Context: an optimization exercise on an open-source flow, tuned for small area, a short achievable clock period and few clock cycles. The choices shown serve that exercise and are no tape-out recipe.
Power figures rest on the tool's default switching activity, not on a simulated workload.

== the baseline ==
==> flow/design.v <==
module algo_3_final (
    input  wire        clk,
    input  wire        reset,       
    input  wire        trigger,     
    input  wire        pix_valid,
    input  wire [7:0]  pix_data,
    output wire        pix_ready,
    input  wire [10:0] data_ram_i,
    output wire [10:0] data_ram_o,
    output wire [10:0] addr_ram,
    output wire        we,
    input  wire [13:0] data_ram_energia_i,
    output wire [13:0] data_ram_energia_o,
    output wire [10:0] addr_ram_energia,
    input  wire [5:0]  data_ram_cantidad_i,
    output wire [5:0]  data_ram_cantidad_o,
    output wire [10:0] addr_ram_cantidad,
    output wire        fin_signal
);
  localparam integer PIXELS  = 7081;
  localparam integer RING    = 99;     
  localparam integer DLY     = 92;     
  function [6:0] step7(input [6:0] x);
    step7 = {x[5:0], x[6] ^ x[5]};
  endfunction
  function [12:0] step13(input [12:0] x);
    step13 = {x[11:0], x[12] ^ x[3] ^ x[2] ^ x[0]};
  endfunction
  function [6:0] after7(input integer n);
    integer k;
    begin
      after7 = 7'd1;
      for (k = 0; k < n; k = k + 1) after7 = step7(after7);
    end
  endfunction
  function [12:0] after13(input integer n);
    integer k;
    begin
      after13 = 13'd1;
      for (k = 0; k < n; k = k + 1) after13 = step13(after13);
    end
  endfunction
  localparam [6:0]  COL95  = after7(94);         
  localparam [6:0]  COL97  = after7(96);
  localparam [6:0]  RINGE  = after7(RING - 1);   
  localparam [6:0]  WPTRE  = after7(DLY - 1);    
  localparam [12:0] REM1   = after13(PIXELS - 1);  
  reg  restart;
  always @(posedge clk) restart <= !reset || trigger;
  reg        fin, rdy, we_r;
  reg [12:0] rem;         
  reg        open;        
  reg [7:0]  vb;          
  reg        vb_valid;
  reg [1:0]  st;          
  reg        fwr;         
  reg        clr;         
  reg [10:0] a_e;
  reg [13:0] d_e;
  reg [5:0]  d_c;
  reg [10:0] label_r;     
  reg [10:0] lab2;        
  reg        lab1z, lab2z;
  reg [10:0] R1;          
  reg        R1z;
  reg [10:0] PP;          
  reg        PPz;
  reg [10:0] M3;          
  reg        M3z;
  reg [10:0] q0, q1, q2;  
  reg        q0z, q1z, q2z;
  reg [1:0]  qn;          
  reg        cap, cap_ok;
  reg [6:0]  wptr;        
  reg        filled;
  reg [6:0]  col;         
  reg        mL;          
  reg        mURn;        
  reg [6:0]  ring;        
  reg        i1;          
  reg [10:0] nxt;         
  reg        wrapped;
  reg [11:0] cf;          
  assign pix_ready           = rdy && !restart;
  assign we                  = we_r;
  assign fin_signal          = fin && !restart;
  assign data_ram_o          = label_r;
  assign addr_ram            = {4'd0, wptr & {7{fwr}}};    
  assign addr_ram_energia    = a_e;
  assign addr_ram_cantidad   = a_e;
  assign data_ram_energia_o  = d_e;
  assign data_ram_cantidad_o = d_c;
  wire accept = pix_valid && rdy;    
  wire can    = (st == 2'd0) || (st == 2'd3);
  wire proc   = vb_valid && can;
  wire        vnz   = |vb;
  wire [10:0] lft   = i1 ? lab2 : label_r;
  wire        gt1   = label_r > M3;
  wire        gt2   = lab2 > M3;
  wire        gt    = !mL && (i1 ? gt2 : gt1);
  wire        lftz  = mL | (i1 ? lab2z : lab1z);
  wire        allz  = lftz & M3z;
  wire        selmx = vnz & !allz;
  wire        selnx = vnz & allz;
  wire [10:0] lab   = (selmx & gt) ? lft :
                      selmx ? M3 : (selnx ? nxt : 11'd0);
  wire        labz  = !vnz | (allz & (nxt == 11'd0));
  wire        op_new = vnz & allz & !wrapped;
  wire        op_rmw = vnz & !labz & !op_new;
  wire        p_new  = proc & op_new;
  wire        p_rmw  = proc & op_rmw;
  wire        alloc  = proc & vnz & allz;
  wire [10:0] sm  = mURn ? 11'd0 : q0;
  wire        smz = mURn | q0z;
  wire [10:0] m3n = (PP < sm) ? sm : PP;
  wire        m3z = PPz & smz;
  wire [10:0] r1m = mURn ? 11'd0 : R1;
  wire        r1mz = mURn | R1z;
  wire [10:0] ppn = (r1m < q0) ? q0 : r1m;
  wire        ppz = r1mz & q0z;
  wire [10:0] din  = cap_ok ? data_ram_i : 11'd0;
  wire        dinz = (din == 11'd0);
  wire        eqr   = (cf == {1'b0, nxt});
  wire [1:0]  st_n  = p_rmw ? 2'd1 : (st == 2'd1) ? 2'd2 : (st == 2'd2) ? 2'd3 : 2'd0;
  wire        cfinc = clr | (alloc & eqr);
  wire [11:0] cf_p1 = cf + 12'd1;
  wire [11:0] cf_n  = cfinc ? cf_p1 : cf;
  wire        cfd_n = cf[11] | (&cf[10:0] & cfinc);    
  wire        fin_n = fin | (!open && !vb_valid && can && cfd_n);
  wire        we_n  = !fin_n && (st_n != 2'd1);
  wire        lab_n = p_new | p_rmw;              
  wire        lbr_n = (st == 2'd2);               
  wire        fwr_n = (proc & !op_rmw) | (st == 2'd1);
  wire        vbv_n = accept | (vb_valid & !proc);
  wire        open_n = open & !(accept & (rem == REM1));
  wire        clr_n = we_n & !lab_n & !lbr_n & (st_n != 2'd2) & !cfd_n;
  always @(posedge clk) begin
    if (restart) begin
      fin <= 1'b0; rdy <= 1'b1;
      rem <= 13'd1; open <= 1'b1;
      vb_valid <= 1'b0;
      st <= 2'd0; fwr <= 1'b0; clr <= 1'b0;
      R1 <= 11'd0; R1z <= 1'b1; PP <= 11'd0; PPz <= 1'b1; M3 <= 11'd0; M3z <= 1'b1;
      q0 <= 11'd0; q1 <= 11'd0; q2 <= 11'd0; q0z <= 1'b1; q1z <= 1'b1; q2z <= 1'b1;
      qn <= 2'd3; cap <= 1'b0;
      wptr <= 7'd1; filled <= 1'b0;
      col <= 7'd1; mL <= 1'b1; mURn <= 1'b0;
      ring <= 7'd1; i1 <= 1'b1;
      nxt <= 11'd1; wrapped <= 1'b0; cf <= 12'd1;
    end else begin
      if (accept) rem <= step13(rem);
      vb_valid <= vbv_n;
      open     <= open_n;
      rdy      <= open_n && (!vbv_n || st_n == 2'd0 || st_n == 2'd3);
      fin      <= fin_n;
      st       <= st_n;
      cf       <= cf_n;
      clr      <= clr_n;
      fwr <= fwr_n;
      if (fwr) begin
        if (wptr == WPTRE) begin wptr <= 7'd1; filled <= 1'b1; end
        else wptr <= step7(wptr);
      end
      cap <= fwr;
      qn  <= qn + {1'b0, cap} - {1'b0, proc};
      if (proc) begin
        q0 <= q1; q0z <= q1z;
        q1 <= q2; q1z <= q2z;
      end
      if (cap) begin
        if (qn == {1'b0, proc}) begin q0 <= din; q0z <= dinz; end
        if (qn == 2'd1 + {1'b0, proc}) begin q1 <= din; q1z <= dinz; end
        if (qn == 2'd2 + {1'b0, proc}) begin q2 <= din; q2z <= dinz; end
      end
      if (proc) begin
        R1 <= q0; R1z <= q0z;
        PP <= ppn; PPz <= ppz;
        M3 <= m3n; M3z <= m3z;
        col  <= (col == COL97) ? 7'd1 : step7(col);
        mL   <= (col == COL97);
        mURn <= (col == COL95);
        ring <= (ring == RINGE) ? 7'd1 : step7(ring);
        i1   <= (ring == RINGE);
        if (alloc) begin
          nxt <= nxt + 11'd1;
          if (nxt == 11'd2047) wrapped <= 1'b1;
        end
      end
    end
  end
  always @(posedge clk) begin
    if (accept) vb <= pix_data;
    we_r   <= we_n;
    cap_ok <= filled;
    a_e    <= lab_n ? lab : (lbr_n ? label_r : cf_n[10:0]);
    if (lab_n) begin
      d_e <= {6'd0, vb};
      d_c <= 6'd1;
    end else if (st == 2'd2) begin
      d_e <= data_ram_energia_i + d_e;
      d_c <= data_ram_cantidad_i + 6'd1;
    end else if (st != 2'd1) begin
      d_e <= 14'd0;
      d_c <= 6'd0;
    end
    if (proc) begin
      label_r <= lab; lab1z <= labz;
      lab2 <= label_r; lab2z <= lab1z;
    end
  end
endmodule
Settings: LEC_CHECK=0, CAP_MARGIN=20, CORE_MARGIN=2, CORE_UTILIZATION=40, SETUP_SLACK_MARGIN=3.0, SLEW_MARGIN=20; clock period 5.5 ns.
run.sh (not shown) runs the stock make flow with config.mk's settings and CLKGATE_MAP_FILE= SYNTH_SCRIPT=/design/flow/synth_recipe.tcl, a recipe that flattens the netlist after the stock synthesis.
Edits applied to the flow inputs when going from the baseline to the candidate:
--- a/flow/design.v
+++ b/flow/design.v
@@ -18,10 +18,11 @@
     output wire        fin_signal
 );
   localparam integer PIXELS  = 7081;
   localparam integer RING    = 99;     
   localparam integer DLY     = 92;     
+  localparam [6:0]   SCRATCH = 7'd0;     
   function [6:0] step7(input [6:0] x);
     step7 = {x[5:0], x[6] ^ x[5]};
   endfunction
   function [12:0] step13(input [12:0] x);
     step13 = {x[11:0], x[12] ^ x[3] ^ x[2] ^ x[0]};
@@ -53,10 +54,11 @@
   reg [7:0]  vb;          
   reg        vb_valid;
   reg [1:0]  st;          
   reg        fwr;         
   reg        clr;         
+  reg [6:0]  a_f;
   reg [10:0] a_e;
   reg [13:0] d_e;
   reg [5:0]  d_c;
   reg [10:0] label_r;     
   reg [10:0] lab2;        
@@ -68,11 +70,11 @@
   reg [10:0] M3;          
   reg        M3z;
   reg [10:0] q0, q1, q2;  
   reg        q0z, q1z, q2z;
   reg [1:0]  qn;          
-  reg        cap, cap_ok;
+  reg        cap, cap_ok, ok1;
   reg [6:0]  wptr;        
   reg        filled;
   reg [6:0]  col;         
   reg        mL;          
   reg        mURn;        
@@ -83,11 +85,11 @@
   reg [11:0] cf;          
   assign pix_ready           = rdy && !restart;
   assign we                  = we_r;
   assign fin_signal          = fin && !restart;
   assign data_ram_o          = label_r;
-  assign addr_ram            = {4'd0, wptr & {7{fwr}}};    
+  assign addr_ram            = {4'd0, a_f};
   assign addr_ram_energia    = a_e;
   assign addr_ram_cantidad   = a_e;
   assign data_ram_energia_o  = d_e;
   assign data_ram_cantidad_o = d_c;
   wire accept = pix_valid && rdy;    
@@ -121,12 +123,11 @@
   wire [10:0] din  = cap_ok ? data_ram_i : 11'd0;
   wire        dinz = (din == 11'd0);
   wire        eqr   = (cf == {1'b0, nxt});
   wire [1:0]  st_n  = p_rmw ? 2'd1 : (st == 2'd1) ? 2'd2 : (st == 2'd2) ? 2'd3 : 2'd0;
   wire        cfinc = clr | (alloc & eqr);
-  wire [11:0] cf_p1 = cf + 12'd1;
-  wire [11:0] cf_n  = cfinc ? cf_p1 : cf;
+  wire [11:0] cf_n  = cf + {11'd0, cfinc};
   wire        cfd_n = cf[11] | (&cf[10:0] & cfinc);    
   wire        fin_n = fin | (!open && !vb_valid && can && cfd_n);
   wire        we_n  = !fin_n && (st_n != 2'd1);
   wire        lab_n = p_new | p_rmw;              
   wire        lbr_n = (st == 2'd2);               
@@ -155,11 +156,11 @@
       fin      <= fin_n;
       st       <= st_n;
       cf       <= cf_n;
       clr      <= clr_n;
       fwr <= fwr_n;
-      if (fwr) begin
+      if (fwr_n) begin
         if (wptr == WPTRE) begin wptr <= 7'd1; filled <= 1'b1; end
         else wptr <= step7(wptr);
       end
       cap <= fwr;
       qn  <= qn + {1'b0, cap} - {1'b0, proc};
@@ -189,11 +190,13 @@
     end
   end
   always @(posedge clk) begin
     if (accept) vb <= pix_data;
     we_r   <= we_n;
-    cap_ok <= filled;
+    ok1    <= filled;
+    cap_ok <= ok1;
+    a_f    <= fwr_n ? wptr : SCRATCH;
     a_e    <= lab_n ? lab : (lbr_n ? label_r : cf_n[10:0]);
     if (lab_n) begin
       d_e <= {6'd0, vb};
       d_c <= 6'd1;
     end else if (st == 2'd2) begin
Higher actual transition at the worst max-transition pin goes to the baseline over the candidate. Fraction of area in multi-input gates ends up lower on the baseline. In the reports for the baseline and the candidate, the larger critical path depth belongs to the candidate. Combinational cell power: the candidate < the baseline. Result for the baseline and the candidate: all clean. Reported for the baseline and the candidate, final count of hold timing violations turned out identical to the last digit.
No run of this note included a check of the RTL's function; only the layout flow was run.

-- static timing again, ports no longer ideal --
Ports are ideal in the flow. The routed layouts listed here were re-timed in OpenROAD.
Step 1: set_driving_cell puts a clkbuf_16 on clk and a buf_2 on each other input, an assumption about the parent block.
Step 2, shift: input delay + t, output delay - t, t = (earliest + latest rising clock arrival at the registers) / 2. This alone moves slack from input paths to output paths.
Three values: ideal, step 1, step 2; two values: the first two.
run | t, ns | setup WS [ns] | slew at the worst register clock pin (ns) | worst data-port slew with drivers (ns) | cell pins on the clock port's net
the baseline | 0.566 | 2.954 / 2.954 / 2.450 | 0.06 / 0.06 | 0.06 | 1
the candidate | 0.579 | 2.881 / 2.881 / 2.523 | 0.06 / 0.06 | 0.04 | 1
After both steps setup and hold are still met in every run listed. The setup slack of the baseline, which loses most, moves by 0.000 ns with the drivers and by -0.504 ns with both steps.
